Source: an optimization exercise on an open RTL-to-GDS flow (aim: small area and a short achievable clock period). Production flows keep margins and buffers that such runs may drop. No functional check of the RTL was part of this run. Power and IR drop assume default switching activity.

==> design/flow/config.mk <==
export PLATFORM = sky130hd
export DESIGN_NAME = GameModeEazy
export DESIGN_NICKNAME = GameModeEazy
export VERILOG_FILES = /design/flow/design.v
export SDC_FILE = /design/flow/constraint.sdc
export NUM_CORES = 4
export LEC_CHECK = 0
export CAP_MARGIN = 20
export CORE_MARGIN = 2
export CORE_UTILIZATION = 30
export GPL_ROUTABILITY_DRIVEN = 1
export SLEW_MARGIN = 20
==> design/flow/design.v <==
`timescale 1ns / 1ps
module judge(
	input [63:0]num,
	output [15:0] judge
    );
assign judge[0] = (num[3:0]==4'b0000)?1'b0:1'b1;	
assign judge[1] = (num[7:4]==4'b0000)?1'b0:1'b1;
assign judge[2] = (num[11:8]==4'b0000)?1'b0:1'b1;
assign judge[3] = (num[15:12]==4'b0000)?1'b0:1'b1;
assign judge[4] = (num[19:16]==4'b0000)?1'b0:1'b1;
assign judge[5] = (num[23:20]==4'b0000)?1'b0:1'b1;
assign judge[6] = (num[27:24]==4'b0000)?1'b0:1'b1;
assign judge[7] = (num[31:28]==4'b0000)?1'b0:1'b1;
assign judge[8] = (num[35:32]==4'b0000)?1'b0:1'b1;
assign judge[9] = (num[39:36]==4'b0000)?1'b0:1'b1;
assign judge[10] = (num[43:40]==4'b0000)?1'b0:1'b1;
assign judge[11] = (num[47:44]==4'b0000)?1'b0:1'b1;
assign judge[12] = (num[51:48]==4'b0000)?1'b0:1'b1;
assign judge[13] = (num[55:52]==4'b0000)?1'b0:1'b1;
assign judge[14] = (num[59:56]==4'b0000)?1'b0:1'b1;
assign judge[15] = (num[63:60]==4'b0000)?1'b0:1'b1;
endmodule
module dline(
	input  wire [15:0] e,      
	input  wire [11:0] ei,     
	input  wire [3:0]  n,      
	input  wire [2:0]  q,      
	input  wire [2:0]  f,      
	output wire [15:0] out,
	output wire [3:0]  occ,    
	output wire        chg
);
	wire h0 = q[0];
	wire t1 = h0;
	wire h1 = q[1] & ~t1;
	wire t2 = n[1] ? h1 : t1;
	wire h2 = q[2] & ~t2;
	wire t3 = n[2] ? h2 : t2;
	wire s0 = n[0] & ~(h0 & f[0]);
	wire s1 = n[1] & ~t1 & ~(h1 & f[1]);
	wire s2 = n[2] & ~t2 & ~(h2 & f[2]);
	wire s3 = n[3] & ~t3;
	wire p00 = s0, p01 = ~s0 & s1, p02 = ~s0 & ~s1 & s2, p03 = ~s0 & ~s1 & ~s2 & s3;
	wire p11 = s0 & s1, p12 = (s0 ^ s1) & s2, p13 = ((s0 ^ s1) ^ s2) & ~(s0 & s1 & s2) & s3;
	wire p22 = s0 & s1 & s2, p23 = ((s0 & s1 & ~s2) | (s0 & ~s1 & s2) | (~s0 & s1 & s2)) & s3;
	wire p33 = s0 & s1 & s2 & s3;
	wire [3:0] e0 = e[3:0], e1 = e[7:4], e2 = e[11:8], e3 = e[15:12];
	wire [3:0] i0 = ei[3:0], i1 = ei[7:4], i2 = ei[11:8];
	assign out[3:0]   = (e0 & {4{p00 & ~h0}}) | (i0 & {4{p00 & h0}}) |
	                    (e1 & {4{p01 & ~h1}}) | (i1 & {4{p01 & h1}}) |
	                    (e2 & {4{p02 & ~h2}}) | (i2 & {4{p02 & h2}}) |
	                    (e3 & {4{p03}});
	assign out[7:4]   = (e1 & {4{p11 & ~h1}}) | (i1 & {4{p11 & h1}}) |
	                    (e2 & {4{p12 & ~h2}}) | (i2 & {4{p12 & h2}}) |
	                    (e3 & {4{p13}});
	assign out[11:8]  = (e2 & {4{p22 & ~h2}}) | (i2 & {4{p22 & h2}}) |
	                    (e3 & {4{p23}});
	assign out[15:12] = e3 & {4{p33}};
	assign occ = {p33, p22 | p23, p11 | p12 | p13, s0 | s1 | s2 | s3};
	wire gap = (~n[0] & (n[1] | n[2] | n[3])) | (~n[1] & (n[2] | n[3])) | (~n[2] & n[3]);
	assign chg = gap | h0 | h1 | h2;
endmodule
module spawn(
	input  wire [15:0] em,
	input  wire [3:0]  c,       
	input  wire        changed,
	output wire [15:0] sel
);
	wire f0 = ~(|em[4:0]);
	wire f1 = ~(|em[9:5]);
	wire f2 = ~(|em[14:10]);
	wire f3 = ~em[15];
	wire g0 = changed & (c[0] | (c[1] & f1 & f2 & f3) | (c[2] & f2 & f3) | (c[3] & f3));
	wire g1 = changed & (c[1] | (c[2] & f2 & f3 & f0) | (c[3] & f3 & f0) | (c[0] & f0));
	wire g2 = changed & (c[2] | (c[3] & f3 & f0 & f1) | (c[0] & f0 & f1) | (c[1] & f1));
	wire g3 = changed & (c[3] | (c[0] & f0 & f1 & f2) | (c[1] & f1 & f2) | (c[2] & f2));
	assign sel[0]  = g0 & em[0];
	assign sel[1]  = g0 & ~em[0] & em[1];
	assign sel[2]  = g0 & ~em[0] & ~em[1] & em[2];
	assign sel[3]  = g0 & ~em[0] & ~em[1] & ~em[2] & em[3];
	assign sel[4]  = g0 & ~em[0] & ~em[1] & ~em[2] & ~em[3] & em[4];
	assign sel[5]  = g1 & em[5];
	assign sel[6]  = g1 & ~em[5] & em[6];
	assign sel[7]  = g1 & ~em[5] & ~em[6] & em[7];
	assign sel[8]  = g1 & ~em[5] & ~em[6] & ~em[7] & em[8];
	assign sel[9]  = g1 & ~em[5] & ~em[6] & ~em[7] & ~em[8] & em[9];
	assign sel[10] = g2 & em[10];
	assign sel[11] = g2 & ~em[10] & em[11];
	assign sel[12] = g2 & ~em[10] & ~em[11] & em[12];
	assign sel[13] = g2 & ~em[10] & ~em[11] & ~em[12] & em[13];
	assign sel[14] = g2 & ~em[10] & ~em[11] & ~em[12] & ~em[13] & em[14];
	assign sel[15] = g3 & em[15];
endmodule
module GameModeEazy(
input wire clk,
input wire rst,
input wire load,
input wire [63:0] load_board,
input wire [3:0]btn,
input wire [3:0]mode,
output wire [63:0] num,
output wire [15:0] judge
    );
reg [63:0] num_reg;
reg [1:0] count;
assign num = num_reg;
judge m0(.num(num),.judge(judge));
wire [1:0] cnt_n = count + 2'd1;
wire [3:0] c1h = {cnt_n == 2'd3, cnt_n == 2'd2, cnt_n == 2'd1, cnt_n == 2'd0};
wire [15:0] nz, f15;
wire [63:0] inc;
genvar i, l, p, d;
generate
for (i = 0; i < 16; i = i + 1) begin : cl
	assign nz[i]  = |num_reg[4*i +: 4];
	assign f15[i] = &num_reg[4*i +: 4];
	assign inc[4*i +: 4] = num_reg[4*i +: 4] + 4'd1;
end
endgenerate
wire [63:0] mv [0:3];
wire [15:0] oc [0:3];
wire [3:0]  ch [0:3];
generate
for (l = 0; l < 8; l = l + 1) begin : pl
	localparam integer B = (l < 4) ? l : 4*(l-4);
	localparam integer S = (l < 4) ? 4 : 1;
	wire [3:0] c0 = num_reg[4*(B)     +: 4];
	wire [3:0] c1 = num_reg[4*(B+S)   +: 4];
	wire [3:0] c2 = num_reg[4*(B+2*S) +: 4];
	wire [3:0] c3 = num_reg[4*(B+3*S) +: 4];
	wire [3:0] n = {nz[B+3*S], nz[B+2*S], nz[B+S], nz[B]};
	wire [3:0] fl = {f15[B+3*S], f15[B+2*S], f15[B+S], f15[B]};
	wire [3:0] x0 = c1 | (c2 & {4{~n[1]}}) | (c3 & {4{~n[1] & ~n[2]}});
	wire [3:0] x1 = c2 | (c3 & {4{~n[2]}});
	wire E0 = n[0] & (c0 == x0);
	wire E1 = n[1] & (c1 == x1);
	wire E2 = n[2] & (c2 == c3);
	wire [2:0] qf = {E2, E1, E0};
	wire [2:0] qb = {n[1] & E0, n[2] & (n[1] ? E1 : E0), n[2] ? E2 : (n[1] ? E1 : E0)};
	wire [15:0] fo, bo;
	wire [3:0] fc, bc;
	wire fch, bch;
	dline fw(.e({c3, c2, c1, c0}),
	         .ei({inc[4*(B+2*S) +: 4], inc[4*(B+S) +: 4], inc[4*B +: 4]}),
	         .n(n), .q(qf), .f(fl[2:0]), .out(fo), .occ(fc), .chg(fch));
	dline bw(.e({c0, c1, c2, c3}),
	         .ei({inc[4*(B+S) +: 4], inc[4*(B+2*S) +: 4], inc[4*(B+3*S) +: 4]}),
	         .n({n[0], n[1], n[2], n[3]}), .q(qb), .f({fl[1], fl[2], fl[3]}),
	         .out(bo), .occ(bc), .chg(bch));
	localparam integer DF = (l < 4) ? 0 : 2;
	localparam integer LI = (l < 4) ? l : l - 4;
	for (p = 0; p < 4; p = p + 1) begin : pos
		assign mv[DF][4*(B+p*S) +: 4]     = fo[4*p +: 4];
		assign mv[DF+1][4*(B+p*S) +: 4]   = bo[4*(3-p) +: 4];
		assign oc[DF][B+p*S]   = fc[p];
		assign oc[DF+1][B+p*S] = bc[3-p];
	end
	assign ch[DF][LI]   = fch;
	assign ch[DF+1][LI] = bch;
end
endgenerate
wire [63:0] nb [0:3];
generate
for (d = 0; d < 4; d = d + 1) begin : dir
	wire changed = |ch[d];
	wire [15:0] sel;
	wire big = mv[d][3] | mv[d][7] | mv[d][11] | mv[d][15] | mv[d][19] | mv[d][23] | mv[d][27] | mv[d][31] |
	           mv[d][35] | mv[d][39] | mv[d][43] | mv[d][47] | mv[d][51] | mv[d][55] | mv[d][59] | mv[d][63];
	spawn sp(.em(~oc[d]), .c(c1h), .changed(changed), .sel(sel));
	for (i = 0; i < 16; i = i + 1) begin : c
		assign nb[d][4*i +: 4] = mv[d][4*i +: 4] | {2'b00, sel[i] & big, sel[i] & ~big};
	end
end
endgenerate
wire m3 = (mode == 4'b0011);
wire s0 = m3 & btn[0];
wire s1 = m3 & ~btn[0] & btn[1];
wire s2 = m3 & ~btn[0] & ~btn[1] & btn[2];
wire s3 = m3 & ~btn[0] & ~btn[1] & ~btn[2] & btn[3];
wire sh = ~(m3 & (|btn));
wire [63:0] nxt = (nb[0] & {64{s0}}) | (nb[1] & {64{s1}}) | (nb[2] & {64{s2}}) |
                  (nb[3] & {64{s3}}) | (num_reg & {64{sh}});
always @(posedge clk)
	if (rst) begin
		num_reg <= 64'h1000_0000_0000_0010;
		count <= 2'b00;
	end
	else if (load) begin
		num_reg <= load_board;
	end
	else begin
		if (m3) count <= cnt_n;
		num_reg <= nxt;
	end
endmodule
==> design/flow/constraint.sdc <==
create_clock -name core_clock -period 28.0 [get_ports {clk}]
set_input_delay 5.6000 -clock core_clock [delete_from_list [all_inputs] [get_ports {clk}]]
set_output_delay 5.6000 -clock core_clock [all_outputs]
set_load 0.01 [all_outputs]
==> design/flow/run.sh <==
#!/bin/bash
# synth_recipe.tcl (not shown) runs the flow's synth.tcl, then flattens the netlist and writes it again
# the make line also repeats each setting of config.mk as NAME=value (left out here)
make -C /OpenROAD-flow-scripts/flow DESIGN_CONFIG=/design/flow/config.mk WORK_HOME=/design/flow/orfs CLKGATE_MAP_FILE= SYNTH_SCRIPT=/design/flow/synth_recipe.tcl finish
==> summary.txt <==
-- layout make-up --
| type | count | area [um^2] | share of cell area [%] |
|---|---|---|---|
| Multi-Input combinational cell | 2814 | 18600 | 74.9 |
| Timing Repair Buffer | 311 | 2710 | 10.9 |
| Sequential cell | 66 | 1320 | 5.33 |
| Tap cell | 950 | 1190 | 4.79 |
| Inverter | 189 | 709 | 2.86 |
| Clock buffer | 11 | 253 | 1.02 |
| Clock inverter | 4 | 27.5 | 0.111 |
| Antenna cell | 6 | 15.0 | 0.0605 |
-- worst max-delay path by stage --
stage,to,slack [ps],depth (start not counted)
floorplan,num_reg[32],20320,9
global placement,num_reg[24],19200,11
detailed placement,num_reg[24],19230,11
CTS,judge[6],19090,7
global route,judge[6],19000,7
finish,judge[6],19030,7
-- metrics by stage --
| stage | total power [mW] | instances |
|---|---|---|
| finish | 1.20 | 4351 |
| global placement | 1.02 | 4327 |
| floorplan | 0.620 | 3320 |
| detailed placement | 1.01 | 4329 |
| global route | 1.22 | 4345 |
| CTS | 1.15 | 4344 |
-- placed cells by master, fill, tap and decap left out, types with 37 or more instances in the layout --
master	netlist	routed
dfxtp_1	66	66
nor2b_1	78	78
or2_2	40	40
a221oi_1	70	70
nor3_1	110	108
a222oi_1	42	42
o211ai_1	43	43
and3_1	47	47
a211oi_1	38	37
nand2_1	353	353
inv_1	172	172
xnor2_1	153	153
mux2i_1	43	43
a21oi_1	215	215
buf_4	7	155
a31oi_1	45	45
o22ai_1	69	69
nand3_1	140	138
ha_1	107	107
o21ai_0	208	206
clkdlybuf4s50_1	0	152
nor2_1	283	283
xor2_1	37	37
a22oi_1	43	43
-- cells by family (layout without fill, tap and decap cells) --
group / count (synthesis) / count (layout) / share of synthesized area [%]
compound gates: 1107 / 1107 / 35.7
simple gates: 1331 / 1331 / 31.8
buf+inv: 440 / 515 / 8.00
fa+ha+maj: 119 / 119 / 7.32
mux: 67 / 67 / 3.30
xor+xnor: 190 / 190 / 7.72
flops: 66 / 66 / 6.13
other cells: 0 / 6 / 0
-- report_power, final --
| part | switching, mW | internal, mW |
|---|---|---|
| Sequential | 0.00591 | 0.101 |
| Combinational | 0.684 | 0.275 |
| Clock | 0.0722 | 0.0647 |
-- worst register-to-register path, delay by kind of cell, from the launching register on --
kind,cells,cell delay (ps)
flip-flops,1,300
buffers and inverters,2,370
adder cells (fa/ha/maj),2,1000
AO/OA/AOI/OAI,8,2900
AND/OR/NAND/NOR,11,3840
-- metal layers --
| metal | up-vias | GRT usage, % |
|---|---|---|
| li1 | 12600 | - |
| met1 | 14700 | 56.9 |
| met2 | 2383 | 63.6 |
| met3 | 582 | 10.5 |
| met4 | 10 | 29.6 |
| met5 | - | 0 |
==> summary.md <==
| Metric | Value |
|---|---|
| Outcome | complete, no violations |
| Post-route cell area | 0.0248 mm^2 |
| Syn Area/Cell | 6.49 um^2 |
| I/O pins | 155 |
| Row count | 98 |
| PD cells | 48.5 mW/mm^2 |
| Count leader, synth | nand2_1 |
| Fin. max-slew vios | 0 |
| Hold depth | 2 |
| EDFF count, synth | 0 |
| Max Fclk | 112 MHz |
| Final nets | 3585 |
| RSZ-0062 raised after global routing | false |
| Buffers & Inverters on Critical Path | 5 |
| Leak Pwr | 8.95 nW |
| Area Growth Syn to Fin | 15.1% |
| DRT antenna net count | 0 |
| Die area | 0.0740 mm^2 |
| Met3 WL | 18900 um |
| Final wirelength | 169000 um |
| Crit path top cell by count | buf_4 |
| Top cell type's share of synthesized area | 6.21% |
| Seq/Total Area, Yosys | 6.13% |
| Max Cap Viol | 0 |
| DRC Markers | 0 |
| Synth area leaders | xnor2_1, ha_1, nand2_1 |
| Worst path cell trace | buf_4 -> clkinv_1 -> ha_1 -> nor3b_2 -> buf_4 -> inv_1 -> clkdlybuf4s50_1 |
| Via count | 30300 |
| TritonCTS clock tree | done |
| Yosys reg bits | 66 |
| Initial antenna violation count | 16 |
| TritonCTS Sinks | 66 |
| Hold crit path type | reg -> reg |
| Delay-heaviest family, CP | buffers and inverters |
| Layout cells sized above 1 | 9.57% |
| Area of placed instances | 0.0245 mm^2 |
| Worst path slowest cell | clkdlybuf4s50_1 |
| First-pass GRT wire length | 228000 um |
| Initial Utilization | 30.2% |
| Worst R2R Setup Slack | 19520 ps |
| Leading area contributor after synthesis | xnor2_1 |
| Skew final | 23.7 ps |
| Crit-path max FO | 16 |
| Final setup violation count | 0 |
| Mapped cell area | 0.0216 mm^2 |
| Die H | 272 um |
| Setup slack at placement | 19230 ps |
| WP data required | 22400 ps |
| Worst EP arrival | 3370 ps |
| Fin crit period | 8970 ps |
| Worst-margin pin slew | 1250 ps |
| Die Wd | 272 um |
| Clock latency on the worst-skew pair | 420 ps |
| Overall Global Routing Usage | 43.7% |
| RD Place Congestion | 1.08 |
| Worst Setup SP | num_reg[24] |
| Worst Setup Path Type | reg -> out |
| Reg clk slew, reported paths | 90 ps |
| Largest net degree at the start of global routing | 67 |
| Core Footprint | 0.0714 mm^2 |
| Worst r2r src | num_reg[41] |
| CP peak stage delay | 670 ps |
| Final setup TNS | 0 ps |
| Post-synth top flop | dfxtp_1 |
| Clock Root Buffer | clkbuf_16 |
| Rel. slew slack | 16.5% |
| CP Launch Type | flop |
| Dpl hpwl | 133000 um |
| R2R Path End | num_reg[8] |
| Gr ovfl total | 0 |
| Max layer used | met5 |
| DRT Pass-1 Iters | 9 |
| Worst hold slack | 558 ps |
| Worst Reg-to-Reg Cells | 23 |
| # hold bufs at CTS | 0 |
| # port buffers | 154 |
| Starting DRT DRC Count | 4988 |
| Post-Syn Instances | 3320 |
| Met2 Wirelength | 68800 um |
| Hold path start | count[1] |
| Post-CTS setup buffers | 0 |
| WHS Endpoint | count[1] |
| DR WL/cell | 38.8 um |
| YS warnings | 1 |
| Routed vias/inst | 6.97 |
| Final worst slack | 19030 ps |
| M1 WL | 67100 um |
| Syn_nets | 3514 |
| VDD IR max | 0.0333 mV |
| Htree depth | 3 |
| Max Root-Sink Buffers | 2 |
| Max reg flops | 64 |
| Final worst-path cycle share | 32.0% |
| Top cells by count, synth | nand2_1, nor2_1, a21oi_1 |
| Fraction of registers with async set/reset | 0% |
| Worst setup EP type | output port |
| Filler cell count | 7941 |
| CTS buffer count | 9 |
| Vias in the first global route | 27400 |
| Final Hold Viols | 0 |
| Final core utilization | 34.8% |
| PostCTS Resize Cnt | 0 |
| Netlist cell types | 110 |

-- what the ideal ports hide --
The results above use ideal ports. As a check the final layout listed here was re-extracted and re-timed, cells and wires unchanged.
Step 1, drivers: a clkbuf_16 drives clk and a buf_2 each remaining input, both assumed.
Step 2 times the ports against the registers' clock, not the clock port: input delays grow and output delays shrink by t, the midpoint of the rising clock arrivals with the driver on.
a / b / c = ideal ports / drivers / drivers and shift; a / b = the first two.
t (ns): 0.481
setup WS [ns]: 19.032 / 18.960 / 19.112
worst setup path after step 2: input to register
After both steps this run still meets setup and hold. For this run, drivers alone change the setup slack by -0.072 ns; drivers and shift together by +0.080 ns.
